What follows belongs to an exercise in optimizing a design on an open flow for small area; a production flow would make more cautious choices.
Function was checked by simulation only, so behaviour that the tests miss may differ from the original.

Setup of run A:
// Systolic_Array
module Systolic_Array #(parameter data_width=8) (
  input  logic                      i_clk     , i_rst,
  input  logic [data_width-1:0]     i_Cell_A1 , i_Cell_A4,i_Cell_A7,
  input  logic [data_width-1:0]     i_Cell_B1 , i_Cell_B2,i_Cell_B3,
  output logic [(data_width*2):0]   o_cell_1  , o_cell_2 , o_cell_3 , o_cell_4 , o_cell_5, o_cell_6 , o_cell_7, o_cell_8, o_cell_9
);
  wire [7:0] A1n, A4n, A7n, B1n, B2n, B3n;
  genvar k;
  for (k = 0; k < 8; k = k + 1) begin : inv
    SA_INV ia1 (.A(i_Cell_A1[k]), .Y(A1n[k]));
    SA_INV ia4 (.A(i_Cell_A4[k]), .Y(A4n[k]));
    SA_INV ia7 (.A(i_Cell_A7[k]), .Y(A7n[k]));
    SA_INV ib1 (.A(i_Cell_B1[k]), .Y(B1n[k]));
    SA_INV ib2 (.A(i_Cell_B2[k]), .Y(B2n[k]));
    SA_INV ib3 (.A(i_Cell_B3[k]), .Y(B3n[k]));
  end
  wire [7:0] A12, A23, A45, A56, A78, A89;
  wire [7:0] B14, B47, B25, B58, B36, B69;
  PE PE1 (i_clk, i_rst, A1n, B1n, A12, B14, o_cell_1);
  PE PE2 (i_clk, i_rst, A12, B2n, A23, B25, o_cell_2);
  PE PE3 (i_clk, i_rst, A23, B3n,    , B36, o_cell_3);
  PE PE4 (i_clk, i_rst, A4n, B14, A45, B47, o_cell_4);
  PE PE5 (i_clk, i_rst, A45, B25, A56, B58, o_cell_5);
  PE PE6 (i_clk, i_rst, A56, B36,    , B69, o_cell_6);
  PE PE7 (i_clk, i_rst, A7n, B47, A78,    , o_cell_7);
  PE PE8 (i_clk, i_rst, A78, B58, A89,    , o_cell_8);
  PE PE9 (i_clk, i_rst, A89, B69,    ,    , o_cell_9);
endmodule
export LEC_CHECK = 0
export CAP_MARGIN = 20
export CORE_MARGIN = 2
export CORE_UTILIZATION = 70
export GPL_TIMING_DRIVEN = 0
export SLEW_MARGIN = 20
create_clock -name core_clock -period 5.2 [get_ports {i_clk}]
standard.sh (not shown) runs the stock make flow with config.mk's settings and CLKGATE_MAP_FILE= SYNTH_SCRIPT=/design/flow/synth_recipe.tcl, a recipe that flattens the netlist after the stock synthesis.
==> flow/flow/run.sh <==
#!/bin/bash
# Layout flow: the standard ORFS flow, with these changes:
#  - synthesis maps the design's SA_* gate modules one-to-one onto library cells
#    (flow/gatemap.tcl, run as ORFS's SYNTH_CANONICALIZE_TCL hook);
#  - ports are buffered with sky130_fd_sc_hd__buf_1;
#  - clock tree: clkbuf_4 buffers, larger sink clusters, no dummy loads.
# Each ORFS step writes its full log under orfs/logs/; make's own output goes to flow_make.log.
set -euo pipefail
W=$(pwd)
bash standard.sh \
  "SYNTH_CANONICALIZE_TCL=$W/flow/gatemap.tcl" \
  "BUFFER_PORTS_ARGS=-buffer_cell sky130_fd_sc_hd__buf_1" \
  "CTS_ARGS=-sink_clustering_enable -repair_clock_nets -buf_list sky130_fd_sc_hd__clkbuf_4 -sink_clustering_size 10 -sink_clustering_max_diameter 50 -dont_use_dummy_load" \
  finish > "$W/flow_make.log" 2>&1
==> flow/flow/gatemap.tcl <==
# Map the design's gate modules (SA_*) one-to-one onto library cells of the same function.
foreach {m c} {
  SA_FA    sky130_fd_sc_hd__fa_1
  SA_HA    sky130_fd_sc_hd__ha_1
  SA_NOR2  sky130_fd_sc_hd__nor2_1
  SA_NAND2 sky130_fd_sc_hd__nand2_1
  SA_AOI21 sky130_fd_sc_hd__a21oi_1
  SA_OAI21 sky130_fd_sc_hd__o21ai_0
  SA_XOR2  sky130_fd_sc_hd__xor2_1
  SA_XNOR2 sky130_fd_sc_hd__xnor2_1
  SA_NOR2B sky130_fd_sc_hd__nor2b_1
  SA_INV   sky130_fd_sc_hd__inv_1
} {
  chtype -map $m $c
  delete $m
}
hierarchy -check -top $::env(DESIGN_NAME)
Run A ended with every stage complete and zero timing, DRC or antenna violations.
Setup changes, run A to run B
==> flow/flow/run.sh <==
#!/bin/bash
# Layout flow: the standard ORFS flow, with two changes:
#  - synthesis maps the design's SA_* gate modules one-to-one onto library cells
#    (flow/gatemap.tcl, run as ORFS's SYNTH_CANONICALIZE_TCL hook);
#  - ports are buffered with sky130_fd_sc_hd__buf_1.
# Each ORFS step writes its full log under orfs/logs/; make's own output goes to flow_make.log.
set -euo pipefail
W=$(pwd)
bash standard.sh \
  "SYNTH_CANONICALIZE_TCL=$W/flow/gatemap.tcl" \
  "BUFFER_PORTS_ARGS=-buffer_cell sky130_fd_sc_hd__buf_1" \
  finish > "$W/flow_make.log" 2>&1
-- flow/config.mk --
<<< run A, line 10
export CORE_UTILIZATION = 70
>>> run B, line 10
export CORE_UTILIZATION = 65
export CTS_BUF_LIST = sky130_fd_sc_hd__clkbuf_4
Findings:
Delta (run B minus run A): design area now larger, number of filler instances in the final layout now larger, number of distinct standard cells referenced by the synthesized netlist comparable, length of routed met2 wiring now smaller, detailed-route wire length now larger. Run B completed end to end with timing, DRC and antenna clean.
For run C, these inputs were changed with respect to run B:
-- flow/flow/run.sh --
<<< run B, line 2
# Layout flow: the standard ORFS flow, with two changes:
>>> run C, line 2
# Layout flow: the standard ORFS flow (standard.sh), with these changes:
<<< run B, line 5
#  - ports are buffered with sky130_fd_sc_hd__buf_1.
>>> run C, line 5
#  - ports are buffered with sky130_fd_sc_hd__buf_1;
#  - clock tree: clkbuf_4 buffers, sink clusters of up to CLUSTER sinks, no dummy loads;
#  - the largest buffers and inverters are added to the platform's don't-use list, so that
#    repair builds the reset tree from smaller buffers.
<<< run B, line 9
>>> run C, line 12
CLUSTER=10
DIAMETER=50
PLAT_DU=$(make -s -C "$FLOW_HOME" DESIGN_CONFIG="$W/config.mk" WORK_HOME="$W/orfs" print-DONT_USE_CELLS | sed -n 's/^DONT_USE_CELLS: //p')
EXTRA_DU="sky130_fd_sc_hd__buf_8 sky130_fd_sc_hd__buf_12 sky130_fd_sc_hd__buf_16 sky130_fd_sc_hd__bufbuf_8 sky130_fd_sc_hd__bufbuf_16 sky130_fd_sc_hd__bufinv_8 sky130_fd_sc_hd__bufinv_16 sky130_fd_sc_hd__inv_12 sky130_fd_sc_hd__inv_16 sky130_fd_sc_hd__clkinv_16 sky130_fd_sc_hd__clkbuf_16"
<<< run B, line 12
>>> run C, line 19
  "CTS_ARGS=-sink_clustering_enable -repair_clock_nets -buf_list sky130_fd_sc_hd__clkbuf_4 -sink_clustering_size $CLUSTER -sink_clustering_max_diameter $DIAMETER -dont_use_dummy_load" \
  "DONT_USE_CELLS=$PLAT_DU $EXTRA_DU" \
-- flow/config.mk --
<<< run B, line 10
export CORE_UTILIZATION = 65
export CTS_BUF_LIST = sky130_fd_sc_hd__clkbuf_4
>>> run C, line 10
export CORE_UTILIZATION = 85
What ended run C was a tool error in global routing (5_1_grt); the run never finished.
Relative to run B, effective utilization at floorplan has gone up in run C.
Taking run B as the reference, in run C post-placement cell area lost about 1%, post-synthesis instance area essentially unchanged, overall die width went down 23 um, final weighted congestion in routability-driven placement +3.0%.
For run D, these inputs were changed with respect to run C:
-- flow/config.mk --
<<< run C, line 10
export CORE_UTILIZATION = 85
>>> run D, line 10
export CORE_UTILIZATION = 78
[summary]
Status | run C and run D | clean except run C. From run D to run C, number of flops mapped to enable cells by yosys did not move at all. Diff run C -> run D: starting density of the core -7.7 points; weighted congestion reported at the end of routability-driven placement went up; number of setup buffers added after CTS shows a reduction of 3. Cmp run C and run D / cell row count / higher: run D.

## static timing again, ports no longer ideal
The results above use ideal ports. As a check the final layouts listed here were re-extracted and re-timed, cells and wires unchanged.
Step 1: set_driving_cell puts a clkbuf_16 on i_clk and a buf_2 on each other input, an assumption about the parent block.
Step 2 times the ports against the registers' clock, not the clock port: input delays grow and output delays shrink by t, the midpoint of the rising clock arrivals with the driver on.
Three values: no drivers, after step 1, after step 2; two values: the first two.
| run | shift t [ns] | slack for setup (ns) | latest minus earliest clock arrival (ns) | cell pins on the clock port's net |
|---|---|---|---|---|
| run A | 0.702 | 0.246 / 0.276 / -0.426 | 0.066 / 0.067 | 1 |
| run B | 0.802 | 0.275 / 0.308 / -0.494 | 0.052 / 0.052 | 1 |
| run D | 0.700 | 0.210 / 0.210 / -0.443 | 0.060 / 0.060 | 1 |
Met with ideal ports but missed after step 2: setup timing in every run listed. The setup slack of run B, which loses most, moves by +0.033 ns with the drivers and by -0.769 ns with both steps.
